From an optimization exercise on the open Yosys and OpenROAD flow, aimed at small area and a short achievable clock period; shortcuts taken in it are not production practice. RTL that was checked went through simulation tests only; none was proved equivalent to the original. Only the layout flow was run in runs 6 and 7; the RTL was not checked for function there. Power is estimated from default activity; no workload was simulated.

### design/flow/run.sh
#!/bin/bash
# synth_recipe.tcl (not shown) runs the flow's synth.tcl, then flattens the netlist and writes it again
# the make line also repeats each setting of config.mk as NAME=value (left out here)
make -C /OpenROAD-flow-scripts/flow DESIGN_CONFIG=/design/flow/config.mk WORK_HOME=/design/flow/orfs CLKGATE_MAP_FILE= SYNTH_SCRIPT=/design/flow/synth_recipe.tcl finish
### design/flow/config.mk
export PLATFORM = sky130hd
export DESIGN_NAME = pic_buffer_v2
export DESIGN_NICKNAME = pic_buffer_v2
export VERILOG_FILES = /design/flow/design.v
export SDC_FILE = /design/flow/constraint.sdc
export NUM_CORES = 4
export LEC_CHECK = 0
export CAP_MARGIN = 20
export CORE_MARGIN = 2
export CORE_UTILIZATION = 50
export CTS_CLUSTER_DIAMETER = 60
export CTS_CLUSTER_SIZE = 24
export PLACE_DENSITY = 0.6
export SETUP_SLACK_MARGIN = 2.4
export SLEW_MARGIN = 20
export SYNTH_MEMORY_MAX_BITS = 16384
### design/flow/constraint.sdc
create_clock -name core_clock -period 4.6 [get_ports {clk}]
set_input_delay 0.9200 -clock core_clock [delete_from_list [all_inputs] [get_ports {clk}]]
set_output_delay 0.9200 -clock core_clock [all_outputs]
set_load 0.01 [all_outputs]
### design/flow/design.v
`timescale 1ns/1ps
module pic_buffer_v2 #(
    parameter DSIZE = 8,
    parameter IMAGE_WIDTH = 256,
    parameter IMAGE_LENGTH= 256,
    parameter BUFFER_SIZE = IMAGE_WIDTH*2+3
) (
    input               clk,
    input               rst_n,
    input               frame_start,
    input               shift,
    input  [DSIZE-1:0]  sr_in,
    output              rng_flag,
    output              sr_pixel_valid,
    output [DSIZE-1:0]  sr_pixel_0, sr_pixel_1, sr_pixel_2,
    output [DSIZE-1:0]  sr_pixel_3, sr_pixel_4, sr_pixel_5,
    output [DSIZE-1:0]  sr_pixel_6, sr_pixel_7, sr_pixel_8
);
localparam W     = IMAGE_WIDTH;
localparam NPOS  = IMAGE_WIDTH*IMAGE_LENGTH;       
localparam PSIZE = $clog2(NPOS);                   
localparam CW    = $clog2(IMAGE_WIDTH);            
localparam RW    = PSIZE - CW;                     
localparam OSIZE = $clog2(IMAGE_WIDTH+2);          
localparam PRE   = IMAGE_WIDTH+1;                  
localparam NS    = 2*W+2;
reg              valid;
reg              rng;
reg [OSIZE-1:0]  oc;           
reg [CW-1:0]     col;          
reg [RW-1:0]     row;
reg              tt, bb, ll, rr;   
reg              bsf;          
wire init  = (oc == PRE);
wire endf  = valid & bb & rr;                       
wire adv   = !frame_start & init & (shift | bsf) & !endf;
wire hold  = valid & !frame_start & !endf & !(shift | bsf);
wire pre   = !frame_start & shift & !init;
wire col_last1 = (col == W-2);
wire row_last1 = (row == {RW{1'b1}} - 1'b1);
wire a_t = valid ? (tt & !rr) : 1'b1;
wire a_b = valid ? (bb | (row_last1 & rr)) : 1'b0;
wire a_l = valid ? rr : 1'b1;
wire a_r = valid ? col_last1 : 1'b0;
always @(posedge clk, negedge rst_n) begin
    if (!rst_n) begin
        valid <= 1'b0;
        oc    <= 'd0;
        rng   <= 1'b0;
        bsf   <= 1'b0;
    end else begin
        rng <= (oc >= W) | (shift & rng);
        if (frame_start)
            oc <= 'd0;
        else if (pre)
            oc <= oc + 1'b1;
        if (adv) begin
            valid <= 1'b1;
            bsf   <= valid & (bsf | (row_last1 & (col == W-3)));
        end else if (!hold) begin
            valid <= 1'b0;
            bsf   <= 1'b0;
        end
    end
end
always @(posedge clk) begin
    if (adv) begin
        if (valid) begin
            {row, col} <= {row, col} + 1'b1;
        end else begin
            {row, col} <= 'd0;
        end
        tt <= a_t;
        bb <= a_b;
        ll <= a_l;
        rr <= a_r;
    end
end
wire [DSIZE-1:0] din = shift ? sr_in : {DSIZE{1'b0}};
reg  [DSIZE*NS-1:0] sr;
always @(posedge clk)
    sr <= {sr[DSIZE*(NS-1)-1:0], din};
wire [DSIZE-1:0] n00 = sr[DSIZE*(2*W+1)+DSIZE-1:DSIZE*(2*W+1)], n01 = sr[DSIZE*(2*W)+DSIZE-1:DSIZE*(2*W)], n02 = sr[DSIZE*(2*W-1)+DSIZE-1:DSIZE*(2*W-1)];
wire [DSIZE-1:0] n10 = sr[DSIZE*(W+1)+DSIZE-1:DSIZE*(W+1)],   n11 = sr[DSIZE*(W)+DSIZE-1:DSIZE*(W)],   n12 = sr[DSIZE*(W-1)+DSIZE-1:DSIZE*(W-1)];
wire [DSIZE-1:0] n20 = sr[DSIZE*(1)+DSIZE-1:DSIZE*(1)],     n21 = sr[DSIZE*(0)+DSIZE-1:DSIZE*(0)],   n22 = din;
function [8*DSIZE-1:0] win;
    input t, b, l, r;
    input [DSIZE-1:0] a0, a1, a2, b0, b1, b2, c0, c1, c2;
    reg [DSIZE-1:0] r00, r01, r02, r20, r21, r22;
    begin
        r00 = t ? b0 : a0;  r01 = t ? b1 : a1;  r02 = t ? b2 : a2;
        r20 = b ? b0 : c0;  r21 = b ? b1 : c1;  r22 = b ? b2 : c2;
        win = { l ? r01 : r00, r01, r ? r01 : r02,
                l ? b1  : b0,       r ? b1  : b2,
                l ? r21 : r20, r21, r ? r21 : r22 };
    end
endfunction
wire [8*DSIZE-1:0] wa = win(a_t, a_b, a_l, a_r, n00, n01, n02, n10, n11, n12, n20, n21, n22);
wire [8*DSIZE-1:0] wh = win(tt,  bb,  ll,  rr,  n00, n01, n02, n10, n11, n12, n20, n21, n22);
reg [8*DSIZE-1:0] ow;
always @(posedge clk, negedge rst_n) begin
    if (!rst_n)
        ow <= 'd0;
    else
        ow <= ({8*DSIZE{adv}} & wa) | ({8*DSIZE{hold}} & wh);
end
assign rng_flag       = rng;
assign sr_pixel_valid = valid;
assign {sr_pixel_0, sr_pixel_1, sr_pixel_2, sr_pixel_3,
        sr_pixel_5, sr_pixel_6, sr_pixel_7, sr_pixel_8} = ow;
assign sr_pixel_4 = sr[DSIZE*(W+1)+DSIZE-1:DSIZE*(W+1)];
endmodule
==> results.json, run 1 <==
{
  "status": "finished clean",
  "maxSlewViolCount": 0,
  "num_rows": 154,
  "wl_per_cell_um": 14.2,
  "final.min_clock_period_ns": 2.43,
  "cts_max_level": 4,
  "synth_fp_nets": 4631,
  "first_pass_iters": 4,
  "vias_per_cell": 4.10,
  "ys_seq_area_share_pct": 96.1,
  "core_sq_um": 176000,
  "synth_top_cell_area_share_pct": 93.3,
  "grt_start_max_net_pins": 47,
  "netlist_area_sq_um": 88200,
  "wl_met3_mm": 4.51,
  "die_w_um": 424,
  "port_buffers": 85,
  "cts_tree": "yes",
  "clk_pin_slew_ns": 0.09,
  "drive_gt1_share_pct": 10.3,
  "crit_cells": 1,
  "post-route-period-util_pct": 52.8,
  "endpoint_kind": "output port",
  "synth-seq-cells": 4208,
  "fp.dieH_um": 424,
  "max_cap_violations": 0,
  "required_ns": 3.68,
  "critPathLaunchType": "register",
  "worstSkewPairLatency_ns": 0.83,
  "powerDensity_nw_per_um2": 570,
  "dr.max_layer_used": "met4",
  "die_area_sq_um": 180000,
  "ys_types": 57,
  "slowest_stage": "dfrtp_2",
  "synth_edf_count": 20,
  "gr-usage-all-layers_pct": 11.8,
  "grt_pass1_wl_mm": 168,
  "drt-total-wl_mm": 104,
  "initial_core_util_pct": 50.2,
  "finalSetupTns_ns": 0,
  "routabilityCongestion": 0.740,
  "critPathArrivalTime_ns": 1.51,
  "ys.warnings.count": 1,
  "finalHoldViolCount": 0,
  "synthToLayoutAreaGrowth_pct": 11.6,
  "path_delay_family": "flip-flops",
  "n_fill_cell": 13500,
  "slew_headroom_pct": 30.1,
  "synthTopCellsByArea": "dfxtp_1 (93%), dfrtp_1 (2.2%), mux4_2 (1.0%)",
  "numCtsBuffers": 208,
  "setup_viol": 0,
  "cts_buffer_depth": 3,
  "yosysTopAreaCell": "dfxtp_1",
  "crit_type": "reg2out",
  "critPathBufInv": 1,
  "synth_common_cells": "dfxtp_1 (4,112), dfrtp_1 (76), a22o_1 (43)",
  "ys_async_sr_fraction_pct": 1.81,
  "crit_chain": "buf_6",
  "hold_buffers": 0,
  "placedCellCount": 6996,
  "ant_nets": 0,
  "reg2regPathDepth": 6,
  "peakVddDrop_mv": 0.312,
  "final_net_count": 4931,
  "antenna_found_initial": 3,
  "synthCells": 4613,
  "cts.sinks": 4208,
  "leakage_uw": 0.0393,
  "worstHoldPathType": "in2async",
  "grt_overflow": 0,
  "max_freq_mhz": 411,
  "num_vias": 30000,
  "rsz0062_at_grt": "true",
  "fin_skew_ns": 0.0426,
  "yosys.cell_count.top_type": "dfxtp_1",
  "cts_root_buffer": "clkbuf_16",
  "hold-worst-slack_ns": 0.126,
  "worst_pin_slew_ns": 1.05,
  "grt_pass1_vias": 29900,
  "met2_length_mm": 41.6,
  "ios": 86,
  "dp_hpwl_mm": 53.3,
  "syn_area_per_cell_sq_um": 19.1,
  "cp_max_fo": 1,
  "drc": 0,
  "ys.flop_type": "dfxtp_1",
  "drt_iter0_drc": 1511,
  "slowest_delay_ns": 0.51,
  "wl_met1_mm": 54.5,
  "final_cell_count_no_fill": 7317
}
-- sequential cells by signal, indices dropped and copies added (netlist names) --
register and count:
tt 1, ll 1, row 8, bb 1, bsf 1, ow 64
oc 9, col 8, rr 1, valid 1, sr 4112, rng 1
-- logic make-up after synthesis --
| logic type | synth area share [%] |
|---|---|
| DFF | 96.1 |
| AOI/OAI and AO/OA | 1.22 |
| and+or+nand+nor | 0.658 |
| buffers and inverters | 0.427 |
| muxes | 1.28 |
| xor gates and xnor gates | 0.189 |
| adders and majority gates | 0.0851 |
-- layout by cell type (no fill, tap or decap), types with 5 or more instances in the layout --
master and count:
o22ai_4 5, clkbuf_1 9, edfxtp_1 20, mux4_2 41
dfrtp_2 19, clkinv_16 5, o21ai_0 19, o21ai_1 7
xor2_1 16, and2_1 12, mux2i_1 5, mux2_2 14
buf_2 29, inv_6 10, clkbuf_16 211, nand2_1 25
buf_6 51, a211oi_1 13, nand3_1 7, inv_1 15
ha_1 6, nand4_1 7, a21oi_1 7, clkbuf_8 6
dfrtp_1 57, a22o_1 43, nor2_1 27, clkinvlp_4 5
dfxtp_4 7, inv_8 7, clkdlybuf4s50_1 9, dfxtp_1 4104
nor3b_1 6, inv_16 5, a311oi_1 8, buf_4 47
clkinv_8 7
-- cell type report --
cell class	count	area, sq um	area share [%]
multi-input combinational	329	3130	3.18
timing repair buffer	143	1280	1.30
inverter	19	104	0.105
sequential	4208	84900	86.2
clock inverter	46	677	0.688
clock buffer	226	5400	5.48
timing repair inverter	4	43.8	0.0445
antenna	2	5.00	0.00508
tap	2340	2930	2.97
-- layer usage --
layer  vias up  global-route usage [%]
li1      15000                       -
met1     14400                    17.7
met2       372                    16.4
met3       218                    2.92
met4         0                    4.70
met5         -                       0
-- worst paths after layout --
kind / slack [ns] / to / from
hold / removal: 0.13 / ow[59] / rst_n
setup reg to reg: 2.30 / ow[51] / oc[3]
min in group core_clock: 0.29 / sr[115] / sr[107]
hold reg to reg: 0.29 / sr[115] / sr[107]
max in group asynchronous: 3.50 / ow[58] / rst_n
setup / recovery: 2.17 / sr_pixel_8[6] / ow[6]
-- report_power, final --
| group | switching (uW) | internal, uW | leakage [uW] | total (uW) |
|---|---|---|---|---|
| logic | 39.3 | 28.8 | 0.00188 | 68.1 |
| clock network | 10700 | 8740 | 0.00296 | 19400 |
| registers | 57.6 | 36600 | 0.0344 | 36700 |
-- stage by stage --
step           utilization [%]  cell area (sq um)  setup slack (ns)  power [uW]
3_5_place_dp              52.3              91800             0.900       37600
2_1_floorplan                -              88200              2.35       37500
5_1_grt                   56.0              98400              2.11       58300
4_1_cts                   55.9              98200              2.07       56900
6_report                  56.0              98400              2.17       56200
3_3_place_gp              52.3              91800             0.924       37600
-- what timing repair did --
| item | in CTS | in global routing |
|---|---|---|
| setup buffers | 34 | 9 |
| pin swaps | 12 | 11 |
| endpoints found under the setup margin | 163 | 132 |
| gates cloned | 2 | 2 |
| resized for setup | 406 | 32 |
==> run 2, diff against run 1 <==
--- a/design/flow/config.mk
+++ b/design/flow/config.mk
@@ -8,8 +8,6 @@
 export CAP_MARGIN = 20
 export CORE_MARGIN = 2
 export CORE_UTILIZATION = 50
-export CTS_CLUSTER_DIAMETER = 60
-export CTS_CLUSTER_SIZE = 24
 export PLACE_DENSITY = 0.6
 export SETUP_SLACK_MARGIN = 2.4
 export SLEW_MARGIN = 20
==> run 2 against run 1 <==
Synthesized cell count stayed put. Sequential share of layout area is 5.5 points lower. Die area stayed put. Clock skew is 0.018 ns higher. Still clean. Routed wire length is 4.8% higher. Global-route usage is 0.62 points higher. Largest power group unchanged.
==> results.json, run 2 <==
{
  "cts_root_buffer": "clkbuf_16",
  "drt_iter0_drc": 1338,
  "synth_fa_ha_area_share_pct": 0.0851,
  "largest_reg_flops": 4112,
  "power_frac_clock_pct": 45.8,
  "dp_slack_ns": 0.900,
  "die_w_um": 424,
  "combPwrFrac_pct": 0.1,
  "final_net_count": 5104,
  "synthMuxAreaShare_pct": 1.28,
  "crit_type": "reg2out",
  "fp.dieH_um": 424,
  "final_cell_count_no_fill": 7717,
  "crit_chain": "buf_6",
  "yosys.area_share.simple_pct": 0.658,
  "ys.flop_type": "dfxtp_1",
  "antenna_found_initial": 4,
  "synth_top_family_by_area": "multiplexers",
  "grt_pass1_wl_mm": 177,
  "final_cell_mix": "dfxtp_1 (4,104), clkbuf_16 (398), clkbuf_1 (78)",
  "leakage_uw": 0.0426,
  "ys_seq_area_share_pct": 96.1,
  "cts.sinks": 4208,
  "max_freq_mhz": 407,
  "numCtsBuffers": 386,
  "drt-total-wl_mm": 109,
  "grt_start_max_net_pins": 47,
  "synth-compound-area-share_pct": 1.22,
  "critPathBufInv": 1,
  "gr-usage-all-layers_pct": 12.4,
  "grt_overflow": 0,
  "final.min_clock_period_ns": 2.45,
  "synthCells": 4613,
  "die_area_sq_um": 180000,
  "synth_common_cells": "dfxtp_1 (4,112), dfrtp_1 (76), a22o_1 (43)",
  "ys.warnings.count": 1,
  "slowest_delay_ns": 0.49,
  "num_vias": 31400,
  "setup_viol": 0,
  "cts_tree": "yes",
  "top_register": "sr",
  "netlist_area_sq_um": 88200,
  "drive_gt1_share_pct": 15.7,
  "cts_max_level": 5,
  "initial_core_util_pct": 50.2,
  "synthToLayoutAreaGrowth_pct": 19.1,
  "critPathLaunchType": "register",
  "worstSkewPairLatency_ns": 0.93,
  "top_regs": "sr x4112, ow x64, oc x9",
  "grt_pass1_vias": 32500,
  "gr-max-usage-layer": "met1",
  "worstHoldPathType": "in2async",
  "cts_buffer_depth": 4,
  "gr-usage-met3_pct": 3.64,
  "internal-power_uw": 55300,
  "synth_top_cell_area_share_pct": 93.3,
  "vias_per_cell": 4.07,
  "gr-usage-met2_pct": 17.3,
  "final_common_cell": "dfxtp_1",
  "swShare_pct": 18.5,
  "placedCellCount": 6996,
  "port_buffers": 85,
  "first_pass_iters": 4,
  "syn_area_per_cell_sq_um": 19.1,
  "maxSlewViolCount": 0,
  "finalHoldViolCount": 0,
  "fin_util_pct": 59.8,
  "rsz0062_at_grt": "true",
  "setup_ws_ns": 2.15,
  "yosysTopAreaCell": "dfxtp_1",
  "synthTopCellsByArea": "dfxtp_1 (93%), dfrtp_1 (2.2%), mux4_2 (1.0%)",
  "dp_hpwl_mm": 53.3,
  "ant_nets": 0,
  "peakVddDrop_mv": 0.363,
  "ys_types": 57,
  "critPathArrivalTime_ns": 1.53,
  "synthXorXnorAreaFrac_pct": 0.189,
  "num_rows": 154,
  "finalSetupTns_ns": 0,
  "ys_async_sr_fraction_pct": 1.81,
  "p_total_uw": 67900,
  "slowest_stage": "dfrtp_2",
  "routabilityCongestion": 0.740,
  "endpoint_kind": "output port",
  "clk_pin_slew_ns": 0.06,
  "met1_usage_pct": 17.9,
  "max_cap_violations": 0,
  "wl_per_cell_um": 14.1,
  "status": "finished clean",
  "p_switching_uw": 12600,
  "slew_headroom_pct": 26.8,
  "cp_max_fo": 1,
  "post-route-period-util_pct": 53.4,
  "worst_pin_slew_ns": 1.10,
  "power_frac_seq_pct": 54.1,
  "powerDensity_nw_per_um2": 646,
  "path_delay_family": "flip-flops",
  "synth_edf_count": 20,
  "required_ns": 3.68,
  "synth-seq-cells": 4208,
  "fin_skew_ns": 0.0609,
  "core_sq_um": 176000,
  "yosys.cell_count.top_type": "dfxtp_1",
  "ios": 86,
  "drc": 0,
  "synth_fp_nets": 4631
}
run 2: cell counts after synthesis:
Identical to the previous run, type by type.
run 2: layout make-up:
| cell class | instances | area, sq um |
|---|---|---|
| diodes | 2 | 5.00 |
| clock buffers | 551 | 11300 |
| clock inverters | 126 | 1470 |
| fillers | 12900 | 70600 |
| inverters | 19 | 100 |
| multi-input cells | 329 | 3140 |
| flip-flops and latches | 4208 | 84900 |
| well taps | 2340 | 2930 |
| repair buffers | 138 | 1220 |
| repair inverters | 4 | 60.1 |
run 2: power groups by stage:
stage               combinational [uW]  sequential (uW)  clock (uW)
floorplan                         28.4            37500           0
global placement                  68.9            37500           0
detailed placement                68.9            37500           0
CTS                               69.4            36700       32100
global route                      73.9            36700       33700
finish                            66.6            36700       31100
run 2: metrics by stage:
step | cell area [sq um] | hold WS [ns]
detailed placement | 91800 | 0.312
CTS | 105000 | 0.0249
finish | 105000 | 0.0732
global route | 105000 | 0.0732
floorplan | 88200 | 0.310
global placement | 91800 | 0.310
run 2: logic make-up (layout without fill, tap and decap cells):
group,Yosys count,count (layout)
mux,60,60
xor+xnor,19,19
flops,4208,4208
other cells,0,2
fa+ha+maj,6,6
simple gates,108,108
compound gates,136,136
buf+inv,76,838
run 2: worst paths after layout:
check,start,to,slack [ns],cells past startpoint
hold reg to reg,sr[1614],sr[1622],0.28,0
max in group asynchronous,rst_n,ow[24],3.56,2
hold / removal,rst_n,ow[59],0.07,1
setup / recovery,ow[16],sr_pixel_6[0],2.15,1
min in group core_clock,sr[1614],sr[1622],0.28,0
setup reg to reg,oc[3],ow[14],2.22,6
run 2: timing repair:
| item | 4_1_cts | 5_1_grt |
|---|---|---|
| gates cloned | 1 | 3 |
| endpoints found under the hold margin | 0 | 0 |
| endpoints found under the setup margin | 163 | 126 |
| gates resized for setup | 403 | 41 |
| setup buffers | 22 | 16 |
| hold buffers | 0 | 0 |
| pin swaps | 8 | 16 |
run 2: worst reg2reg max path, delay by kind of cell, from the launching register on:
family | cells | cell delay (ns)
AOI/OAI and AO/OA | 2 | 0.41
and+or+nand+nor | 2 | 1.24
buffers and inverters | 2 | 0.27
DFF | 1 | 0.39
run 2: metal layers:
metal / wire, um / share of wire (%) / up-vias
met3: 5620 / 5.2 / 266
met5: 0 / 0 / -
met2: 44500 / 41 / 573
li1: - / - / 15600
met4: 3470 / 3.2 / 0
met1: 55200 / 51 / 15000
==> run 3, diff against run 2 <==
--- a/design/flow/config.mk
+++ b/design/flow/config.mk
@@ -8,6 +8,8 @@
 export CAP_MARGIN = 20
 export CORE_MARGIN = 2
 export CORE_UTILIZATION = 50
+export CTS_CLUSTER_DIAMETER = 50
+export CTS_CLUSTER_SIZE = 32
 export PLACE_DENSITY = 0.6
 export SETUP_SLACK_MARGIN = 2.4
 export SLEW_MARGIN = 20
==> run 3 against run 2 <==
Area after synthesis stayed put. Die area stayed put. Final cell count is 3.5% lower. Via count is 3.5% lower.
==> results.json, run 3 <==
{
  "critPathLaunchType": "register",
  "yosys.cell_count.top_type": "dfxtp_1",
  "synth_fp_nets": 4631,
  "cp_max_fo": 1,
  "num_vias": 30300,
  "cts_max_level": 4,
  "cts_root_buffer": "clkbuf_16",
  "initial_core_util_pct": 50.2,
  "dp_hpwl_mm": 53.3,
  "wl_per_cell_um": 13.9,
  "largest_reg_flops": 4112,
  "max_freq_mhz": 416,
  "powerDensity_nw_per_um2": 592,
  "post-route-period-util_pct": 52.3,
  "peakVddDrop_mv": 0.447,
  "synth_common_cells": "dfxtp_1 (4,112), dfrtp_1 (76), a22o_1 (43)",
  "cts.sinks": 4208,
  "grt_pass1_vias": 30000,
  "rr_startpoint": "oc[3]",
  "synth-seq-cells": 4208,
  "crit_chain": "buf_6",
  "grt_overflow": 0,
  "final_common_cell": "dfxtp_1",
  "ant_nets": 0,
  "first_pass_iters": 4,
  "top_register": "sr",
  "ys.flop_type": "dfxtp_1",
  "ys_async_sr_fraction_pct": 1.81,
  "worstHoldPathType": "in2async",
  "die_area_sq_um": 180000,
  "num_rows": 154,
  "synthCells": 4613,
  "numCtsBuffers": 214,
  "netlist_area_sq_um": 88200,
  "antenna_found_initial": 3,
  "fp.dieH_um": 424,
  "crit_type": "reg2out",
  "worstSkewPairLatency_ns": 0.85,
  "finalHoldViolCount": 0,
  "maxSlewViolCount": 0,
  "max_cap_violations": 0,
  "final_cell_mix": "dfxtp_1 (4,104), clkbuf_16 (216), dfrtp_1 (57)",
  "final_net_count": 4935,
  "synth_top_cell_area_share_pct": 93.3,
  "rsz0062_at_grt": "true",
  "die_w_um": 424,
  "worst_pin_slew_ns": 1.04,
  "yosysTopAreaCell": "dfxtp_1",
  "critPathArrivalTime_ns": 1.48,
  "fin_skew_ns": 0.0508,
  "setup_viol": 0,
  "clk_pin_slew_ns": 0.09,
  "path_delay_family": "flip-flops",
  "ios": 86,
  "drc": 0,
  "placed_area_sq_um": 91800,
  "core_sq_um": 176000,
  "grt_start_max_net_pins": 47,
  "ys_seq_area_share_pct": 96.1,
  "port_buffers": 85,
  "slowest_delay_ns": 0.50,
  "grt_pass1_wl_mm": 168,
  "routabilityCongestion": 0.740,
  "cp-startpoint": "ow[16]",
  "synth_edf_count": 20,
  "status": "finished clean",
  "synthTopCellsByArea": "dfxtp_1 (93%), dfrtp_1 (2.2%), mux4_2 (1.0%)",
  "fin_util_pct": 57.1,
  "vias_per_cell": 4.07,
  "drt-total-wl_mm": 104,
  "critPathBufInv": 1,
  "cts_tree": "yes",
  "finalSetupTns_ns": 0,
  "required_ns": 3.68,
  "stdcell_area_sq_um": 100000,
  "ys_types": 57,
  "cts_buffer_depth": 3,
  "endpoint_kind": "output port",
  "synthToLayoutAreaGrowth_pct": 13.7,
  "syn_area_per_cell_sq_um": 19.1,
  "final.min_clock_period_ns": 2.40,
  "ys.warnings.count": 1,
  "leakage_uw": 0.0401,
  "gr-usage-all-layers_pct": 11.8,
  "drt_iter0_drc": 1534,
  "slew_headroom_pct": 30.8,
  "top_regs": "sr x4112, ow x64, oc x9",
  "drive_gt1_share_pct": 12.7,
  "slowest_stage": "dfrtp_2"
}
==> run 3: through the flow <==
step	total power, uW	std cells	hold slack [ns]	setup WS [ns]
finish	59400	7447	0.121	2.20
global route	61600	7446	0.103	2.11
CTS	60200	7439	0.0643	2.07
detailed placement	37600	6996	0.312	0.900
global placement	37600	6996	0.310	0.924
floorplan	37500	4613	0.310	2.35
==> run 3: routing by layer <==
| layer | vias up | GRT usage (%) | share of wire, % |
|---|---|---|---|
| li1 | 15200 | - | - |
| met1 | 14500 | 17.6 | 52 |
| met2 | 404 | 16.2 | 40 |
| met3 | 238 | 2.96 | 4.4 |
| met4 | 0 | 5.02 | 3.7 |
| met5 | - | 0 | 0 |
==> run 3: path summary, 6_finish.rpt <==
check / endpoint / slack [ns] / cells after the start
worst max-delay path: sr_pixel_6[0] / 2.20 / 1
worst min-delay path: ow[59] / 0.12 / 1
worst max register to register: ow[14] / 2.32 / 5
worst min register to register: sr[346] / 0.28 / 0
max in group asynchronous: ow[56] / 3.51 / 2
min in group core_clock: sr[346] / 0.28 / 0
==> run 3: cells by family after synthesis <==
family | Yosys count | synth area share (%)
AOI/OAI and AO/OA | 136 | 1.22
muxes | 60 | 1.28
DFF | 4208 | 96.1
buffers and inverters | 76 | 0.427
adders and majority gates | 6 | 0.0851
xor gates and xnor gates | 19 | 0.189
and+or+nand+nor | 108 | 0.658
==> run 3: area by class of cell <==
type / count / area [sq um]
fillers: 13300 / 75400
flip-flops and latches: 4208 / 84900
clock inverters: 179 / 2510
diodes: 1 / 2.50
multi-input cells: 329 / 3120
repair buffers: 142 / 1230
inverters: 19 / 103
clock buffers: 226 / 5500
well taps: 2340 / 2930
repair inverters: 3 / 30.0
==> run 3: where the power goes <==
group / switching [uW] / internal [uW]
clock network: 12500 / 10100
logic: 39.0 / 28.7
registers: 57.9 / 36600
total: 12600 / 46800
==> run 3: repair_timing <==
item                                   CTS  global route
endpoints found under the hold margin    0             0
setup endpoints to repair              163           120
gates cloned                             2             1
pin swaps                               10             8
hold buffers                             0             0
resized for setup                      405            21
buffers inserted                        36             6
==> run 4, diff against run 3 <==
--- a/design/flow/config.mk
+++ b/design/flow/config.mk
@@ -8,9 +8,6 @@
 export CAP_MARGIN = 20
 export CORE_MARGIN = 2
 export CORE_UTILIZATION = 50
-export CTS_CLUSTER_DIAMETER = 50
-export CTS_CLUSTER_SIZE = 32
 export PLACE_DENSITY = 0.6
-export SETUP_SLACK_MARGIN = 2.4
 export SLEW_MARGIN = 20
 export SYNTH_MEMORY_MAX_BITS = 16384
==> run 4 against run 3 <==
Final cell count rose by 3.0%. Clock skew grew 0.0082 ns. Power rose by 14%. Largest power group unchanged. Sequential power is essentially flat. Design area increased by 4.2%. Global-route usage grew 0.39 points. Via count increased by 3.0%. Non-clock buffer count shrank 47. Area after synthesis is the same. Clock power grew 38%. Count of clock-buffer cells in the layout rose by 323. Largest cell class unchanged.
==> results.json, run 4 <==
{
  "status": "finished clean",
  "path_delay_family": "flip-flops",
  "cp_max_fo": 7,
  "max_cap_violations": 0,
  "wl_per_cell_um": 13.9,
  "initial_core_util_pct": 50.2,
  "yosys.cell_count.top_type": "dfxtp_1",
  "n_fill_cell": 13000,
  "ys.warnings.count": 1,
  "setup_viol": 0,
  "synth_fa_ha_area_share_pct": 0.0851,
  "required_ns": 3.68,
  "hold-worst-slack_ns": 0.0858,
  "drc": 0,
  "ys.flop_type": "dfxtp_1",
  "final_common_cell": "dfxtp_1",
  "drt-total-wl_mm": 107,
  "rrSetupSlack_ns": 1.62,
  "num_rows": 154,
  "slowest_stage": "dfxtp_1",
  "drive_gt1_share_pct": 13.0,
  "endpoint_kind": "output port",
  "max_freq_mhz": 297,
  "ys_types": 57,
  "leakage_uw": 0.0422,
  "yosys.area_share.simple_pct": 0.658,
  "slowest_delay_ns": 0.90,
  "critPathBufInv": 1,
  "fin_skew_ns": 0.0590,
  "synthToLayoutAreaGrowth_pct": 18.5,
  "r2r_end": "ow[9]",
  "critPathLaunchType": "register",
  "cts_root_buffer": "clkbuf_16",
  "synth-seq-cells": 4208,
  "synthXorXnorAreaFrac_pct": 0.189,
  "synth_edf_count": 20,
  "final.min_clock_period_ns": 3.37,
  "die_area_sq_um": 180000,
  "synth_common_cells": "dfxtp_1 (4,112), dfrtp_1 (76), a22o_1 (43)",
  "first_pass_iters": 5,
  "gr-usage-all-layers_pct": 12.2,
  "die_w_um": 424,
  "fin_util_pct": 59.5,
  "synth_top_family_by_area": "multiplexers",
  "finalHoldViolCount": 0,
  "fp.dieH_um": 424,
  "num_vias": 31200,
  "ios": 86,
  "core_sq_um": 176000,
  "synthCells": 4613,
  "ant_nets": 0,
  "synth-compound-area-share_pct": 1.22,
  "routabilityCongestion": 0.736,
  "critPathArrivalTime_ns": 2.45,
  "post-route-period-util_pct": 73.2,
  "hold_buffers": 0,
  "yosysTopAreaCell": "dfxtp_1",
  "ys_async_sr_fraction_pct": 1.81,
  "synth_top_cell_area_share_pct": 93.3,
  "powerDensity_nw_per_um2": 650,
  "reg2regPathDepth": 5,
  "synth_fp_nets": 4631,
  "synthMuxAreaShare_pct": 1.28,
  "grt_start_max_net_pins": 77,
  "multi_input_area_sq_um": 3030,
  "crit_type": "reg2out",
  "final_net_count": 5055,
  "crit_chain": "clkdlybuf4s50_1",
  "synthTopCellsByArea": "dfxtp_1 (93%), dfrtp_1 (2.2%), mux4_2 (1.0%)",
  "worstSkewPairLatency_ns": 0.91,
  "vias_per_cell": 4.07,
  "maxSlewViolCount": 0,
  "peakVddDrop_mv": 0.497,
  "cts_resized": 0,
  "top_register": "sr",
  "crit_cells": 1,
  "slew_headroom_pct": 40.8,
  "grt_pass1_vias": 32000,
  "rsz0062_at_grt": "false",
  "top_regs": "sr x4112, ow x64, oc x9",
  "cts.sinks": 4208,
  "cp-startpoint": "sr[2058]",
  "dp_hpwl_mm": 53.2,
  "cts_buffer_depth": 4,
  "finalSetupTns_ns": 0,
  "drt_iter0_drc": 1367,
  "register_area_sq_um": 84800,
  "clk_pin_slew_ns": 0.06,
  "grt_overflow": 0,
  "cts_tree": "yes",
  "numCtsBuffers": 384,
  "rr_startpoint": "bb",
  "grt_pass1_wl_mm": 175,
  "crit_end": "sr_pixel_4[2]",
  "largest_reg_flops": 4112,
  "antenna_found_initial": 3,
  "ys_seq_area_share_pct": 96.1,
  "postCtsSetupBuffers": 0,
  "worst_pin_slew_ns": 0.887,
  "final_cell_mix": "dfxtp_1 (4,112), clkbuf_16 (390), clkbuf_8 (91)",
  "port_buffers": 85,
  "syn_area_per_cell_sq_um": 19.1,
  "worstHoldPathType": "in2async",
  "netlist_area_sq_um": 88200,
  "cts_max_level": 5
}
[run 4: cell counts after synthesis]
No cell type changed its count.
[run 4: layout make-up]
type,count,area share (%)
clock buffer,549,10.8
sequential,4208,81.1
multi-input combinational,329,2.90
antenna,2,0.00479
timing repair buffer,95,0.887
clock inverter,131,1.43
inverter,19,0.0730
tap,2340,2.80
[run 4: metal layers]
metal / vias up / part of all wire, % / global-route usage, %
met5: - / 0 / 0
met4: 0 / 3.6 / 5.80
met3: 320 / 5.1 / 3.43
met2: 554 / 41 / 17.1
met1: 14800 / 50 / 17.3
li1: 15500 / - / -
[run 4: worst min-delay path by stage]
stage	from	end	slack, ns	cells past startpoint
final	rst_n	ow[55]	0.09	1
after global routing	rst_n	ow[10]	0.08	1
after CTS	rst_n	ow[13]	0.19	1
after detailed placement	sr[133]	sr[141]	0.31	0
after global placement	sr[1100]	sr[1108]	0.31	0
after floorplan	sr[992]	sr[1000]	0.31	0
[run 4: logic make-up (layout without fill, tap and decap cells)]
family          after synthesis  count (layout)
xor+xnor                     19              19
other cells                   0               2
buf+inv                      76             794
flops                      4208            4208
compound gates              136             136
simple gates                108             108
mux                          60              60
fa+ha+maj                     6               6
[run 4: per-stage QoR]
step                      total power (uW)  setup slack, ns  std cells  instance area (sq um)
after global placement               37600            0.985       6991                  91800
after global routing                 70400             1.13       7671                 105000
after CTS                            68900             1.14       7671                 105000
after floorplan                      37500             2.30       4613                  88200
final                                67900             1.23       7673                 105000
after detailed placement             37600            0.946       6991                  91800
[run 4: where the power goes]
| part | leakage, uW | internal [uW] | switching [uW] |
|---|---|---|---|
| Sequential | 0.0344 | 36700 | 56.5 |
| Combinational | 0.00138 | 26.9 | 36.3 |
| Clock | 0.00633 | 18600 | 12500 |
==> run 5, diff against run 4 <==
--- a/design/flow/config.mk
+++ b/design/flow/config.mk
@@ -7,7 +7,10 @@
 export LEC_CHECK = 0
 export CAP_MARGIN = 20
 export CORE_MARGIN = 2
-export CORE_UTILIZATION = 50
-export PLACE_DENSITY = 0.6
+export CORE_UTILIZATION = 70
+export CTS_CLUSTER_DIAMETER = 60
+export CTS_CLUSTER_SIZE = 24
+export PLACE_DENSITY = 0.8
+export SETUP_SLACK_MARGIN = 2.4
 export SLEW_MARGIN = 20
 export SYNTH_MEMORY_MAX_BITS = 16384
==> run 5 against run 4 <==
Still clean on timing, DRC and antenna. Worst setup slack better by 1.0 ns. Critical path depth stayed put. Power is 18% lower. Critical endpoint is now sr_pixel_5[5]. Highest routed layer is now met5.
==> results.json, run 5 <==
{
  "path_delay_family": "flip-flops",
  "crit_chain": "buf_6",
  "status": "finished clean",
  "worstSkewPairLatency_ns": 0.83,
  "grt_pass1_wl_mm": 204,
  "gr-usage-met2_pct": 34.0,
  "dp_hpwl_mm": 57.5,
  "largest_reg_flops": 4112,
  "core_sq_um": 125000,
  "critPathLaunchType": "register",
  "antenna_found_initial": 9,
  "slew_headroom_pct": 31.8,
  "top_register": "sr",
  "cts_max_level": 4,
  "power_frac_seq_pct": 66.2,
  "wl_per_cell_um": 19.7,
  "ys_async_sr_fraction_pct": 1.81,
  "gr-usage-all-layers_pct": 20.7,
  "vias_per_cell": 4.68,
  "ys.flop_type": "dfxtp_1",
  "cts_root_buffer": "clkbuf_16",
  "synthTopCellsByArea": "dfxtp_1 (93%), dfrtp_1 (2.2%), mux4_2 (1.0%)",
  "drive_gt1_share_pct": 9.58,
  "worstHoldPathType": "in2async",
  "rsz0062_at_grt": "true",
  "num_rows": 130,
  "port_buffers": 85,
  "drt_iter0_drc": 2114,
  "critPathBufInv": 1,
  "ys_seq_area_share_pct": 96.1,
  "ys_types": 57,
  "finalSetupTns_ns": 0,
  "final_cell_mix": "dfxtp_1 (4,104), clkbuf_16 (200), dfrtp_1 (56)",
  "routabilityCongestion": 0.790,
  "cts_buffer_depth": 3,
  "final_cell_count_no_fill": 6586,
  "synth_common_cells": "dfxtp_1 (4,112), dfrtp_1 (76), a22o_1 (43)",
  "swShare_pct": 19.4,
  "synthCells": 4613,
  "netlist_area_sq_um": 88200,
  "p_switching_uw": 10800,
  "peakVddDrop_mv": 0.442,
  "top_regs": "sr x4112, ow x64, oc x9",
  "max_cap_violations": 0,
  "combPwrFrac_pct": 0.1,
  "clk_pin_slew_ns": 0.09,
  "fp.dieH_um": 359,
  "final_net_count": 4916,
  "ios": 86,
  "slowest_delay_ns": 0.46,
  "slowest_stage": "dfrtp_1",
  "synth_top_cell_area_share_pct": 93.3,
  "required_ns": 3.68,
  "syn_area_per_cell_sq_um": 19.1,
  "ys.warnings.count": 1,
  "worst_pin_slew_ns": 1.02,
  "synth_edf_count": 20,
  "numCtsBuffers": 197,
  "fin_skew_ns": 0.0271,
  "grt_pass1_vias": 33900,
  "yosysTopAreaCell": "dfxtp_1",
  "max_freq_mhz": 423,
  "crit_type": "reg2out",
  "yosys.cell_count.top_type": "dfxtp_1",
  "drt-total-wl_mm": 130,
  "first_pass_iters": 5,
  "powerDensity_nw_per_um2": 572,
  "met1_usage_pct": 28.8,
  "die_w_um": 359,
  "initial_core_util_pct": 70.4,
  "final_common_cell": "dfxtp_1",
  "synth-seq-cells": 4208,
  "finalHoldViolCount": 0,
  "power_frac_clock_pct": 33.7,
  "gr-max-usage-layer": "met2",
  "post-route-period-util_pct": 51.4,
  "setup_viol": 0,
  "critPathArrivalTime_ns": 1.44,
  "final.min_clock_period_ns": 2.36,
  "maxSlewViolCount": 0,
  "synthToLayoutAreaGrowth_pct": 9.83,
  "num_vias": 30900,
  "synth_fp_nets": 4631,
  "cp_max_fo": 1,
  "cts_tree": "yes",
  "internal-power_uw": 44700,
  "hold_buffers": 0,
  "leakage_uw": 0.0389,
  "endpoint_kind": "output port",
  "cts.sinks": 4208,
  "gr-usage-met3_pct": 3.77,
  "ant_nets": 0,
  "die_area_sq_um": 129000,
  "placedCellCount": 6310,
  "drc": 0,
  "grt_overflow": 0,
  "grt_start_max_net_pins": 77
}
-- run 5: power by group through the flow --
stage	Combinational, uW	Clock [uW]	Sequential [uW]
after floorplan	28.4	0	37500
after global placement	60.2	0	37500
after detailed placement	62.0	0	37500
after CTS	67.4	19100	36700
after global routing	73.8	20200	36700
final	67.6	18700	36700
-- run 5: area by class of cell --
cell class | count | area (sq um)
Inverter | 19 | 106
Clock buffer | 216 | 5080
Clock inverter | 20 | 292
Timing Repair inverter | 3 | 43.8
Multi-Input combinational cell | 330 | 3210
Fill cell | 6248 | 28500
Tap cell | 1650 | 2060
Sequential cell | 4208 | 84900
Antenna cell | 1 | 2.50
Timing Repair Buffer | 139 | 1240
-- run 5: per-layer routing --
| metal | wire, um | share of wire (%) |
|---|---|---|
| met1 | 58200 | 45 |
| met2 | 62800 | 48 |
| met3 | 5870 | 4.5 |
| met4 | 2760 | 2.1 |
| met5 | 11 | 0.0085 |
-- run 5: path summary, 6_finish.rpt --
check / start / endpoint / slack (ns) / cells after the start
hold reg to reg: sr[2913] / sr[2921] / 0.31 / 0
max in group asynchronous: rst_n / valid / 3.93 / 1
setup reg to reg: oc[3] / ow[27] / 2.35 / 5
min in group core_clock: sr[2913] / sr[2921] / 0.31 / 0
setup / recovery: ow[29] / sr_pixel_5[5] / 2.24 / 1
hold / removal: rst_n / ow[59] / 0.15 / 1
-- run 5: logic make-up after synthesis --
family                     count (synthesis)  synth area share, %
buffers and inverters                     76                0.427
DFF                                     4208                 96.1
and+or+nand+nor                          108                0.658
muxes                                     60                 1.28
xor gates and xnor gates                  19                0.189
AOI/OAI and AO/OA                        136                 1.22
adders and majority gates                  6               0.0851
-- run 5: what timing repair did --
item                       in CTS  in global routing
gates cloned                    2                  2
resized for setup             403                 33
pin swaps                      10                 14
setup endpoints to repair     162                122
buffers inserted               31                  4
-- run 5: metrics by stage --
stage,worst slack (ns),hold slack [ns],util (%),cell area (sq um),power [uW]
after floorplan,2.35,0.310,-,88200,37500
after global placement,1.17,0.310,72.6,91000,37600
after detailed placement,1.11,0.312,72.6,91000,37600
after CTS,2.17,0.252,77.1,96700,55800
after global routing,2.19,0.168,77.3,96900,57000
final,2.24,0.150,77.3,96900,55400
==> run 6, diff against run 5 <==
--- a/design/flow/design.v
+++ b/design/flow/design.v
@@ -27,53 +27,69 @@
 reg              valid;
 reg              rng;
 reg [OSIZE-1:0]  oc;           
-reg [CW-1:0]     col;          
+reg              init;         
+reg              lastf;        
+reg              bsf;          
+reg [CW-1:0]     col;
 reg [RW-1:0]     row;
 reg              tt, bb, ll, rr;   
-reg              bsf;          
-wire init  = (oc == PRE);
-wire endf  = valid & bb & rr;                       
-wire adv   = !frame_start & init & (shift | bsf) & !endf;
-wire hold  = valid & !frame_start & !endf & !(shift | bsf);
-wire pre   = !frame_start & shift & !init;
-wire col_last1 = (col == W-2);
-wire row_last1 = (row == {RW{1'b1}} - 1'b1);
-wire a_t = valid ? (tt & !rr) : 1'b1;
-wire a_b = valid ? (bb | (row_last1 & rr)) : 1'b0;
-wire a_l = valid ? rr : 1'b1;
-wire a_r = valid ? col_last1 : 1'b0;
+reg              at, ab, al, ar;   
+wire adv  = !frame_start & init & (shift | bsf) & !lastf;
+wire hold = valid & !frame_start & !lastf & !(shift | bsf);
+wire pre  = !frame_start & shift & !init;
+wire row_top  = (row == {RW{1'b0}});
+wire row_m1   = (row == {RW{1'b1}} - 1'b1);
+wire row_last = (row == {RW{1'b1}});
+wire col_m1   = (col[CW-1:1] == {(CW-1){1'b1}});      
+wire col_m3   = (col == W-3);
 always @(posedge clk, negedge rst_n) begin
     if (!rst_n) begin
         valid <= 1'b0;
         oc    <= 'd0;
+        init  <= 1'b0;
         rng   <= 1'b0;
         bsf   <= 1'b0;
+        lastf <= 1'b0;
     end else begin
-        rng <= (oc >= W) | (shift & rng);
-        if (frame_start)
-            oc <= 'd0;
-        else if (pre)
-            oc <= oc + 1'b1;
+        rng <= oc[OSIZE-1] | (shift & rng);
+        if (frame_start) begin
+            oc   <= 'd0;
+            init <= 1'b0;
+        end else if (pre) begin
+            oc   <= oc + 1'b1;
+            init <= (oc == PRE-1);
+        end
         if (adv) begin
             valid <= 1'b1;
-            bsf   <= valid & (bsf | (row_last1 & (col == W-3)));
+            bsf   <= valid & (bsf | (row_m1 & col_m3));
+            lastf <= ab & ar;
         end else if (!hold) begin
             valid <= 1'b0;
             bsf   <= 1'b0;
+            lastf <= 1'b0;
         end
     end
 end
 always @(posedge clk) begin
     if (adv) begin
+        if (valid)
+            {row, col} <= {row, col} + 1'b1;
+        else
+            {row, col} <= 'd0;
+        {tt, bb, ll, rr} <= {at, ab, al, ar};
         if (valid) begin
-            {row, col} <= {row, col} + 1'b1;
+            at <= row_top & !col_m1;
+            ab <= row_last | (row_m1 & col_m1);
+            al <= ar;
+            ar <= col_m3;
         end else begin
-            {row, col} <= 'd0;
+            at <= 1'b1;
+            ab <= 1'b0;
+            al <= 1'b0;
+            ar <= 1'b0;
         end
-        tt <= a_t;
-        bb <= a_b;
-        ll <= a_l;
-        rr <= a_r;
+    end else if (!hold) begin
+        {at, ab, al, ar} <= 4'b1010;
     end
 end
 wire [DSIZE-1:0] din = shift ? sr_in : {DSIZE{1'b0}};
@@ -95,7 +111,7 @@
                 l ? r21 : r20, r21, r ? r21 : r22 };
     end
 endfunction
-wire [8*DSIZE-1:0] wa = win(a_t, a_b, a_l, a_r, n00, n01, n02, n10, n11, n12, n20, n21, n22);
+wire [8*DSIZE-1:0] wa = win(at,  ab,  al,  ar,  n00, n01, n02, n10, n11, n12, n20, n21, n22);
 wire [8*DSIZE-1:0] wh = win(tt,  bb,  ll,  rr,  n00, n01, n02, n10, n11, n12, n20, n21, n22);
 reg [8*DSIZE-1:0] ow;
 always @(posedge clk, negedge rst_n) begin
--- a/design/flow/config.mk
+++ b/design/flow/config.mk
@@ -7,10 +7,10 @@
 export LEC_CHECK = 0
 export CAP_MARGIN = 20
 export CORE_MARGIN = 2
-export CORE_UTILIZATION = 70
+export CORE_UTILIZATION = 80
 export CTS_CLUSTER_DIAMETER = 60
 export CTS_CLUSTER_SIZE = 24
-export PLACE_DENSITY = 0.8
+export PLACE_DENSITY = 0.9
 export SETUP_SLACK_MARGIN = 2.4
 export SLEW_MARGIN = 20
 export SYNTH_MEMORY_MAX_BITS = 16384
==> run 6 against run 5 <==
Area after synthesis fell by 0.39%. Synthesized cell count rose by 0.37%. The flow now stops in detailed placement.
==> results.json, run 6 <==
{
  "status": "did not finish",
  "stop_stage": "detailed placement",
  "tool.error": "[ERROR DPL-0033] detailed placement checks failed during check placement.",
  "ys_seq_area_share_pct": 96.7,
  "fp.dieH_um": 335,
  "ys_async_sr_fraction_pct": 1.85,
  "routabilityCongestion": 0.833,
  "ios": 86,
  "synth_fp_nets": 4646,
  "initial_core_util_pct": 80.7,
  "synth-seq-cells": 4214,
  "netlist_area_sq_um": 87900,
  "port_buffers": 85,
  "num_rows": 121,
  "synthTopCellsByArea": "dfxtp_1 (94%), dfrtp_1 (2.2%), edfxtp_1 (0.82%)",
  "synth_top_cell_area_share_pct": 93.7,
  "yosysTopAreaCell": "dfxtp_1",
  "ys_types": 58,
  "synthCells": 4630,
  "yosys.cell_count.top_type": "dfxtp_1",
  "synth_edf_count": 24,
  "ys.warnings.count": 1,
  "ys.flop_type": "dfxtp_1",
  "syn_area_per_cell_sq_um": 19.0,
  "synth_common_cells": "dfxtp_1 (4,112), dfrtp_1 (78), mux2i_1 (54)",
  "dp_hpwl_mm": 93.2,
  "die_w_um": 335
}
run 6: kinds of logic after synthesis:
family | share of synthesized area, %
xor gates and xnor gates | 0.199
AOI/OAI and AO/OA | 1.24
muxes | 0.641
buffers and inverters | 0.340
adders and majority gates | 0.0569
DFF | 96.7
and+or+nand+nor | 0.817
run 6: worst max-delay path by stage:
stage	start	to	slack (ns)	cells past startpoint
3_3_place_gp	frame_start	ow[12]	1.14	6
2_1_floorplan	shift	ar	2.40	5
run 6: power by group through the flow:
stage                   Combinational [uW]  Sequential, uW  Clock (uW)
after floorplan                       25.5           37600           0
after global placement                57.1           37600           0
run 6: through the flow:
stage	hold slack (ns)	cells	power, uW	cell area [sq um]	setup slack (ns)
after global placement	0.311	6100	37600	90400	1.14
after floorplan	0.310	4630	37600	87900	2.40
==> run 7, diff against run 6 <==
--- a/design/flow/config.mk
+++ b/design/flow/config.mk
@@ -7,10 +7,10 @@
 export LEC_CHECK = 0
 export CAP_MARGIN = 20
 export CORE_MARGIN = 2
-export CORE_UTILIZATION = 80
+export CORE_UTILIZATION = 70
 export CTS_CLUSTER_DIAMETER = 60
 export CTS_CLUSTER_SIZE = 24
-export PLACE_DENSITY = 0.9
+export PLACE_DENSITY = 0.8
 export SETUP_SLACK_MARGIN = 2.4
 export SLEW_MARGIN = 20
 export SYNTH_MEMORY_MAX_BITS = 16384
==> run 7 against run 6 <==
Synthesized cell count did not move. The flow stops in clock tree synthesis. Area after synthesis did not move.
==> results.json, run 7 <==
{
  "cts_resized": 362,
  "synth_top_cell_area_share_pct": 93.7,
  "ys.flop_type": "dfxtp_1",
  "ys_types": 58,
  "netlist_area_sq_um": 87900,
  "cts_max_level": 4,
  "synth_fp_nets": 4646,
  "ios": 86,
  "yosys.cell_count.top_type": "dfxtp_1",
  "synth-seq-cells": 4214,
  "synth-compound-area-share_pct": 1.24,
  "dp_hpwl_mm": 59.2,
  "numCtsBuffers": 201,
  "synth_fa_ha_area_share_pct": 0.0569,
  "synth_top_family_by_area": "compound AO/OA/AOI/OAI gates",
  "cts_root_buffer": "clkbuf_16",
  "tool.error": "[ERROR DPL-0033] detailed placement checks failed during check placement.",
  "postCtsSetupBuffers": 9,
  "synth_edf_count": 24,
  "hold_buffers": 0,
  "placedCellCount": 6335,
  "cts.sinks": 4214,
  "placed_area_sq_um": 90700,
  "yosys.area_share.simple_pct": 0.817,
  "die_w_um": 358,
  "initial_core_util_pct": 70.3,
  "synthMuxAreaShare_pct": 0.641,
  "synth_common_cells": "dfxtp_1 (4,112), dfrtp_1 (78), mux2i_1 (54)",
  "synthTopCellsByArea": "dfxtp_1 (94%), dfrtp_1 (2.2%), edfxtp_1 (0.82%)",
  "ys_seq_area_share_pct": 96.7,
  "yosysTopAreaCell": "dfxtp_1",
  "ys.warnings.count": 1,
  "port_buffers": 85,
  "stop_stage": "clock tree synthesis",
  "synthCells": 4630,
  "num_rows": 130,
  "fp.dieH_um": 358,
  "status": "did not finish",
  "cts_buffer_depth": 3,
  "ys_async_sr_fraction_pct": 1.85,
  "routabilityCongestion": 0.819,
  "syn_area_per_cell_sq_um": 19.0,
  "synthXorXnorAreaFrac_pct": 0.199
}
==> run 7: cell counts after synthesis <==
Identical to the previous run, type by type.
==> run 7: cell families after synthesis <==
kind of cell / Yosys count
adders and majority gates: 4
AOI/OAI and AO/OA: 137
muxes: 56
xor gates and xnor gates: 20
and+or+nand+nor: 135
DFF: 4214
buffers and inverters: 64
==> run 7: through the flow <==
step | power (uW) | setup WS, ns
3_3_place_gp | 37600 | 0.968
3_5_place_dp | 37600 | 0.960
2_1_floorplan | 37600 | 2.40
==> run 7: worst max path at each step <==
stage / from / end / cells after the start / slack, ns
2_1_floorplan: shift / ar / 5 / 2.40
3_3_place_gp: frame_start / ow[27] / 5 / 0.97
3_5_place_dp: frame_start / ow[32] / 5 / 0.96
==> run 7: power groups by stage <==
stage	clock, uW	sequential (uW)	combinational, uW
after floorplan	0	37600	25.5
after global placement	0	37600	61.1
after detailed placement	0	37600	60.6
==> run 8, diff against run 7 <==
--- a/design/flow/design.v
+++ b/design/flow/design.v
@@ -111,14 +111,18 @@
                 l ? r21 : r20, r21, r ? r21 : r22 };
     end
 endfunction
-wire [8*DSIZE-1:0] wa = win(at,  ab,  al,  ar,  n00, n01, n02, n10, n11, n12, n20, n21, n22);
-wire [8*DSIZE-1:0] wh = win(tt,  bb,  ll,  rr,  n00, n01, n02, n10, n11, n12, n20, n21, n22);
+wire nv = adv | hold;
+wire nt = adv ? at : tt;
+wire nb = adv ? ab : bb;
+wire nl = adv ? al : ll;
+wire nr = adv ? ar : rr;
+wire [8*DSIZE-1:0] wn = win(nt, nb, nl, nr, n00, n01, n02, n10, n11, n12, n20, n21, n22);
 reg [8*DSIZE-1:0] ow;
 always @(posedge clk, negedge rst_n) begin
     if (!rst_n)
         ow <= 'd0;
     else
-        ow <= ({8*DSIZE{adv}} & wa) | ({8*DSIZE{hold}} & wh);
+        ow <= {8*DSIZE{nv}} & wn;
 end
 assign rng_flag       = rng;
 assign sr_pixel_valid = valid;
--- a/design/flow/config.mk
+++ b/design/flow/config.mk
@@ -7,10 +7,10 @@
 export LEC_CHECK = 0
 export CAP_MARGIN = 20
 export CORE_MARGIN = 2
-export CORE_UTILIZATION = 70
+export CORE_UTILIZATION = 60
 export CTS_CLUSTER_DIAMETER = 60
 export CTS_CLUSTER_SIZE = 24
-export PLACE_DENSITY = 0.8
+export PLACE_DENSITY = 0.7
 export SETUP_SLACK_MARGIN = 2.4
 export SLEW_MARGIN = 20
 export SYNTH_MEMORY_MAX_BITS = 16384
==> run 8 against run 7 <==
Now clean on timing, DRC and antenna. Synthesized cell count decreased by 2.3%. Area after synthesis decreased by 0.99%.
==> results.json, run 8 <==
{
  "status": "finished clean",
  "n_fill_cell": 9576,
  "final_net_count": 4826,
  "critPathArrivalTime_ns": 1.43,
  "worstHoldPathType": "in2async",
  "finalSetupTns_ns": 0,
  "ant_nets": 0,
  "largest_reg_flops": 4112,
  "drt-total-wl_mm": 90.7,
  "power_frac_seq_pct": 66.3,
  "synthCells": 4522,
  "final_common_cell": "dfxtp_1",
  "synth_top_cell_area_share_pct": 94.7,
  "top_regs": "sr x4112, ow x64, oc x9",
  "ys_seq_area_share_pct": 97.6,
  "critPathLaunchType": "register",
  "setup_viol": 0,
  "drive_gt1_share_pct": 7.84,
  "required_ns": 3.68,
  "vias_per_cell": 4.17,
  "p_total_uw": 55300,
  "die_w_um": 385,
  "first_pass_iters": 4,
  "syn_area_per_cell_sq_um": 19.2,
  "final_cell_mix": "dfxtp_1 (4,108), clkbuf_16 (204), dfrtp_1 (77)",
  "slowest_stage": "dfxtp_2",
  "synth-seq-cells": 4214,
  "synthToLayoutAreaGrowth_pct": 10.2,
  "cts_buffer_depth": 3,
  "crit_chain": "buf_8 -> buf_6",
  "grt_start_max_net_pins": 79,
  "combPwrFrac_pct": 0.1,
  "internal-power_uw": 45000,
  "cts.sinks": 4214,
  "cts_tree": "yes",
  "p_switching_uw": 10400,
  "final.min_clock_period_ns": 2.35,
  "synth_common_cells": "dfxtp_1 (4,116), dfrtp_1 (78), nand2_1 (50)",
  "antenna_found_initial": 7,
  "post-route-period-util_pct": 51.1,
  "core_sq_um": 144000,
  "endpoint_kind": "output port",
  "drc": 0,
  "ys.warnings.count": 1,
  "clk_pin_slew_ns": 0.09,
  "synthTopCellsByArea": "dfxtp_1 (95%), dfrtp_1 (2.2%), edfxtp_1 (0.69%)",
  "dp_hpwl_mm": 42.9,
  "max_freq_mhz": 425,
  "port_buffers": 85,
  "slew_headroom_pct": 51.5,
  "cts_max_level": 4,
  "ys_types": 39,
  "die_area_sq_um": 148000,
  "ios": 86,
  "peakVddDrop_mv": 0.373,
  "fp.dieH_um": 385,
  "grt_pass1_wl_mm": 151,
  "num_rows": 139,
  "crit_type": "reg2out",
  "cp_max_fo": 2,
  "powerDensity_nw_per_um2": 577,
  "leakage_uw": 0.0386,
  "synth_edf_count": 20,
  "cts_root_buffer": "clkbuf_16",
  "rsz0062_at_grt": "true",
  "num_vias": 28200,
  "top_register": "sr",
  "yosys.cell_count.top_type": "dfxtp_1",
  "netlist_area_sq_um": 87000,
  "worst_pin_slew_ns": 0.727,
  "max_cap_violations": 0,
  "worstSkewPairLatency_ns": 0.81,
  "swShare_pct": 18.7,
  "synth_fp_nets": 4538,
  "slowest_delay_ns": 0.35,
  "drt_iter0_drc": 1280,
  "finalHoldViolCount": 0,
  "grt_pass1_vias": 28600,
  "yosysTopAreaCell": "dfxtp_1",
  "initial_core_util_pct": 60.5,
  "numCtsBuffers": 201,
  "wl_per_cell_um": 13.4,
  "routabilityCongestion": 0.733,
  "power_frac_clock_pct": 33.6,
  "hold_buffers": 0,
  "ys_async_sr_fraction_pct": 1.85,
  "ys.flop_type": "dfxtp_1",
  "maxSlewViolCount": 0,
  "gr-usage-all-layers_pct": 12.6,
  "grt_overflow": 0,
  "fin_skew_ns": 0.0214
}
## run 8: changes by cell type after synthesis, sizes merged, moves of 10 or more
cell,change
a221o,-10
a22o,-19
buf,-10
inv,-14
nand2,+21
o221ai,-20
o22a,-15
## run 8: final cells by class
| cell class | instances | area (sq um) | area share (%) |
|---|---|---|---|
| Inverter | 9 | 33.8 | 0.0352 |
| Tap cell | 1903 | 2380 | 2.48 |
| Multi-Input combinational cell | 272 | 1930 | 2.01 |
| Antenna cell | 1 | 2.50 | 0.00261 |
| Timing Repair Buffer | 112 | 957 | 0.998 |
| Clock buffer | 216 | 5190 | 5.41 |
| Sequential cell | 4214 | 85000 | 88.6 |
| Clock inverter | 35 | 414 | 0.432 |
## run 8: layer usage
metal / vias up / share of wire [%] / track usage (%)
li1: 14500 / - / -
met1: 13100 / 57 / 20.9
met2: 402 / 35 / 15.7
met3: 193 / 4.8 / 3.22
met4: 0 / 2.7 / 4.67
met5: - / 0 / 0
## run 8: logic make-up (layout without fill, tap and decap cells)
group / count (synthesis) / count (layout) / synth area share, %
xor gates and xnor gates: 22 / 22 / 0.221
AOI/OAI and AO/OA: 55 / 55 / 0.374
DFF: 4214 / 4214 / 97.6
and+or+nand+nor: 139 / 139 / 0.771
muxes: 52 / 52 / 0.690
adders and majority gates: 4 / 4 / 0.0575
other: 0 / 1 / 0
buffers and inverters: 36 / 372 / 0.262
## run 8: path summary, 6_finish.rpt
path / from / end / slack, ns / cells after the start
setup / recovery: sr[2059] / sr_pixel_4[3] / 2.25 / 2
setup reg to reg: lastf / ow[58] / 2.68 / 6
max in group asynchronous: rst_n / valid / 3.89 / 1
hold reg to reg: sr[2779] / sr[2787] / 0.32 / 0
hold / removal: rst_n / oc[4] / 0.16 / 1
min in group core_clock: sr[2779] / sr[2787] / 0.32 / 0
## run 8: repair_timing
| action | CTS | global route |
|---|---|---|
| endpoints found under the hold margin | 0 | 0 |
| gates cloned | 0 | 0 |
| setup endpoints to repair | 137 | 109 |
| resized for setup | 338 | 34 |
| buffers inserted | 11 | 3 |
## run 8: critical path: cells and delay by family (launching register included)
kind                   cells  cell delay [ns]
DFF                        1             0.35
buffers and inverters      2             0.26
## run 8: power by group through the flow
stage	sequential (uW)	combinational, uW	clock [uW]
2_1_floorplan	37500	21.7	0
3_3_place_gp	37600	51.6	0
3_5_place_dp	37600	52.1	0
4_1_cts	36700	52.3	19200
5_1_grt	36700	58.0	20500
6_report	36700	51.7	18600
## run 8: stage by stage
stage | util, % | hold slack [ns] | instances | setup WS [ns] | cell area [sq um]
2_1_floorplan | - | 0.310 | 4522 | 2.16 | 87100
3_3_place_gp | 62.7 | 0.311 | 6496 | 1.09 | 90200
3_5_place_dp | 62.7 | 0.312 | 6496 | 1.08 | 90200
4_1_cts | 66.5 | 0.242 | 6758 | 2.17 | 95700
5_1_grt | 66.7 | 0.148 | 6761 | 2.15 | 95900
6_report | 66.7 | 0.157 | 6762 | 2.25 | 95900
==> run 9, diff against run 8 <==
--- a/design/flow/config.mk
+++ b/design/flow/config.mk
@@ -14,3 +14,4 @@
 export SETUP_SLACK_MARGIN = 2.4
 export SLEW_MARGIN = 20
 export SYNTH_MEMORY_MAX_BITS = 16384
+export TNS_END_PERCENT = 5
==> run 9 against run 8 <==
Still clean on timing, DRC and antenna. Non-clock buffer count down 6. Register-to-register slack lost 0.18 ns. Via count shrank 0.52%. Fmax down 0.25%. Final cell count fell by 0.12%. Routed wire length is 1.1% lower. Clock skew is 0.0078 ns higher. Area after synthesis is the same. Sequential cell count unchanged. Clock power hardly changed. Largest power group unchanged. Highest routed layer unchanged.
==> results.json, run 9 <==
{
  "status": "finished clean",
  "vias_per_cell": 4.16,
  "cts.sinks": 4214,
  "worst_pin_slew_ns": 0.726,
  "synth_top_family_by_area": "simple AND/OR/NAND/NOR gates",
  "max_cap_violations": 0,
  "fin_util_pct": 66.6,
  "path_delay_family": "flip-flops",
  "reg2regPathDepth": 6,
  "finalHoldViolCount": 0,
  "drc": 0,
  "antenna_found_initial": 5,
  "slowest_stage": "dfxtp_2",
  "wl_per_cell_um": 13.3,
  "die_w_um": 385,
  "grt_pass1_vias": 28100,
  "grt_pass1_wl_mm": 148,
  "drt-total-wl_mm": 89.7,
  "initial_core_util_pct": 60.5,
  "port_buffers": 85,
  "ios": 86,
  "synthTopCellsByArea": "dfxtp_1 (95%), dfrtp_1 (2.2%), edfxtp_1 (0.69%)",
  "top_regs": "sr x4112, ow x64, oc x9",
  "cts_max_level": 4,
  "maxSlewViolCount": 0,
  "peakVddDrop_mv": 0.425,
  "finalSetupTns_ns": 0,
  "worstHoldPathType": "in2async",
  "cp_max_fo": 2,
  "dp_slack_ns": 0.836,
  "leakage_uw": 0.0385,
  "drt_iter0_drc": 1095,
  "cts_tree": "yes",
  "synthToLayoutAreaGrowth_pct": 10.0,
  "grt_overflow": 0,
  "ys_types": 39,
  "r2r_end": "ow[44]",
  "synth-compound-area-share_pct": 0.374,
  "slew_headroom_pct": 51.6,
  "rsz0062_at_grt": "true",
  "max_freq_mhz": 424,
  "grt_start_max_net_pins": 79,
  "hold_buffers": 0,
  "synth_fa_ha_area_share_pct": 0.0575,
  "cts_root_buffer": "clkbuf_16",
  "synthCells": 4522,
  "yosys.cell_count.top_type": "dfxtp_1",
  "ys.warnings.count": 1,
  "synthMuxAreaShare_pct": 0.690,
  "drive_gt1_share_pct": 6.97,
  "setup_ws_ns": 2.24,
  "yosys.area_share.simple_pct": 0.771,
  "numCtsBuffers": 199,
  "clk_pin_slew_ns": 0.09,
  "rrSetupSlack_ns": 2.50,
  "endpoint_kind": "output port",
  "synth_common_cells": "dfxtp_1 (4,116), dfrtp_1 (78), nand2_1 (50)",
  "die_area_sq_um": 148000,
  "syn_area_per_cell_sq_um": 19.2,
  "yosysTopAreaCell": "dfxtp_1",
  "critPathLaunchType": "register",
  "core_sq_um": 144000,
  "required_ns": 3.68,
  "synth_edf_count": 20,
  "setup_viol": 0,
  "ys.flop_type": "dfxtp_1",
  "final_net_count": 4818,
  "ys_seq_area_share_pct": 97.6,
  "cts_buffer_depth": 3,
  "ys_async_sr_fraction_pct": 1.85,
  "final.min_clock_period_ns": 2.36,
  "largest_reg_flops": 4112,
  "p_total_uw": 55400,
  "crit_chain": "buf_8 -> buf_6",
  "num_rows": 139,
  "critPathBufInv": 2,
  "final_common_cell": "dfxtp_1",
  "synth_top_cell_area_share_pct": 94.7,
  "post-route-period-util_pct": 51.2,
  "final_cell_mix": "dfxtp_1 (4,108), clkbuf_16 (203), dfrtp_1 (77)",
  "synth_fp_nets": 4538,
  "num_vias": 28100,
  "first_pass_iters": 4,
  "critPathArrivalTime_ns": 1.44,
  "dp_hpwl_mm": 42.5,
  "synth-seq-cells": 4214,
  "fp.dieH_um": 385,
  "worstSkewPairLatency_ns": 0.81,
  "fin_skew_ns": 0.0292,
  "routabilityCongestion": 0.726,
  "netlist_area_sq_um": 87000,
  "powerDensity_nw_per_um2": 578,
  "gr-usage-all-layers_pct": 12.4,
  "synthXorXnorAreaFrac_pct": 0.221,
  "top_register": "sr",
  "rr_startpoint": "lastf",
  "crit_type": "reg2out",
  "slowest_delay_ns": 0.35,
  "ant_nets": 0
}
run 9: cell types whose count changed in the layout (fill, tap and decap cells not counted), sizes merged:
cell	delta
buf	-39
clkdlybuf4s15	+30
inv	-6
clkbuf	+4
clkinv	+3
bufinv	+1
clkinvlp	-1
run 9: worst max-delay path by stage:
stage,startpoint,endpoint,slack (ns),depth (start not counted)
floorplan,frame_start,ow[45],2.16,7
global placement,frame_start,ow[62],0.83,6
detailed placement,frame_start,ow[62],0.84,6
CTS,sr[2058],sr_pixel_4[2],2.18,2
global route,sr[2058],sr_pixel_4[2],2.17,2
finish,sr[2058],sr_pixel_4[2],2.24,2
run 9: cell families after synthesis:
family                     Yosys count
AOI/OAI and AO/OA                   55
xor gates and xnor gates            22
adders and majority gates            4
buffers and inverters               36
DFF                               4214
muxes                               52
and+or+nand+nor                    139
run 9: final cells by class:
cell class | instances | area, sq um
flip-flops and latches | 4214 | 85000
fillers | 9518 | 48100
clock buffers | 217 | 5160
well taps | 1903 | 2380
multi-input cells | 272 | 1870
repair buffers | 106 | 865
clock inverters | 32 | 472
inverters | 9 | 33.8
diodes | 1 | 2.50
run 9: routing by layer:
layer  part of all wire, %  global-route usage (%)
met3                   4.7                    2.90
met2                    35                    15.3
met1                    57                    20.7
met5                     0                       0
met4                   2.8                    4.69
run 9: through the flow:
stage | hold slack (ns) | cells | cell area, sq um
after global routing | 0.168 | 6753 | 95800
after floorplan | 0.310 | 4522 | 87000
final | 0.159 | 6754 | 95800
after CTS | 0.262 | 6753 | 95800
after detailed placement | 0.312 | 6492 | 90100
after global placement | 0.310 | 6492 | 90100
run 9: worst register-to-register path, cell delays in order, from the launching register on:
cell and delay (ns):
dfrtp_1 0.40, nor2_4 0.12, and3b_2 0.36, mux2i_4 0.27, buf_6 0.33, mux2i_1 0.35, o22ai_1 0.13
run 9: where the power goes:
part | total [uW] | internal, uW | switching [uW]
logic | 50.1 | 19.5 | 30.6
registers | 36700 | 36700 | 53.1
clock network | 18600 | 8320 | 10300
run 9: repair_timing:
action	4_1_cts	5_1_grt
setup buffers	12	0
hold endpoints to repair	0	0
cloned	0	0
resized for setup	264	9
endpoints found under the setup margin	142	120

port drivers added, routing unchanged:
The results above use ideal ports. As a check the final layouts listed here were re-extracted and re-timed, cells and wires unchanged.
Step 1 (the two cells are an assumption about what drives the block):
set clk [get_ports {clk}]
set_driving_cell -lib_cell sky130_fd_sc_hd__clkbuf_16 $clk
set_driving_cell -lib_cell sky130_fd_sc_hd__buf_2 [delete_from_list [all_inputs] $clk]
Step 2 also shifts input and output timing later by t, the mid clock arrival at the registers, as if the neighbouring blocks saw the same clock.
a / b / c = no drivers / after step 1 / after step 2; a / b = the first two.
| run | t, ns | setup WS [ns] | worst register clock-pin slew, ns | worst data-port slew with drivers (ns) |
|---|---|---|---|---|
| run 1 | 0.884 | 2.169 / 2.098 / 1.561 | 0.09 / 0.09 | 0.03 |
| run 2 | 0.976 | 2.145 / 2.074 / 1.323 | 0.07 / 0.07 | 0.03 |
| run 3 | 0.901 | 2.196 / 2.125 / 1.559 | 0.11 / 0.11 | 0.03 |
| run 4 | 0.955 | 1.232 / 1.158 / 0.989 | 0.07 / 0.07 | 0.04 |
| run 5 | 0.891 | 2.237 / 2.159 / 1.546 | 0.10 / 0.10 | 0.07 |
| run 8 | 0.860 | 2.249 / 2.179 / 1.532 | 0.09 / 0.09 | 0.12 |
| run 9 | 0.867 | 2.243 / 2.172 / 1.395 | 0.09 / 0.09 | 0.12 |
After both steps setup and hold are still met in every run listed. For run 9, which loses most, drivers alone change the setup slack by -0.071 ns; drivers and shift together by -0.848 ns.
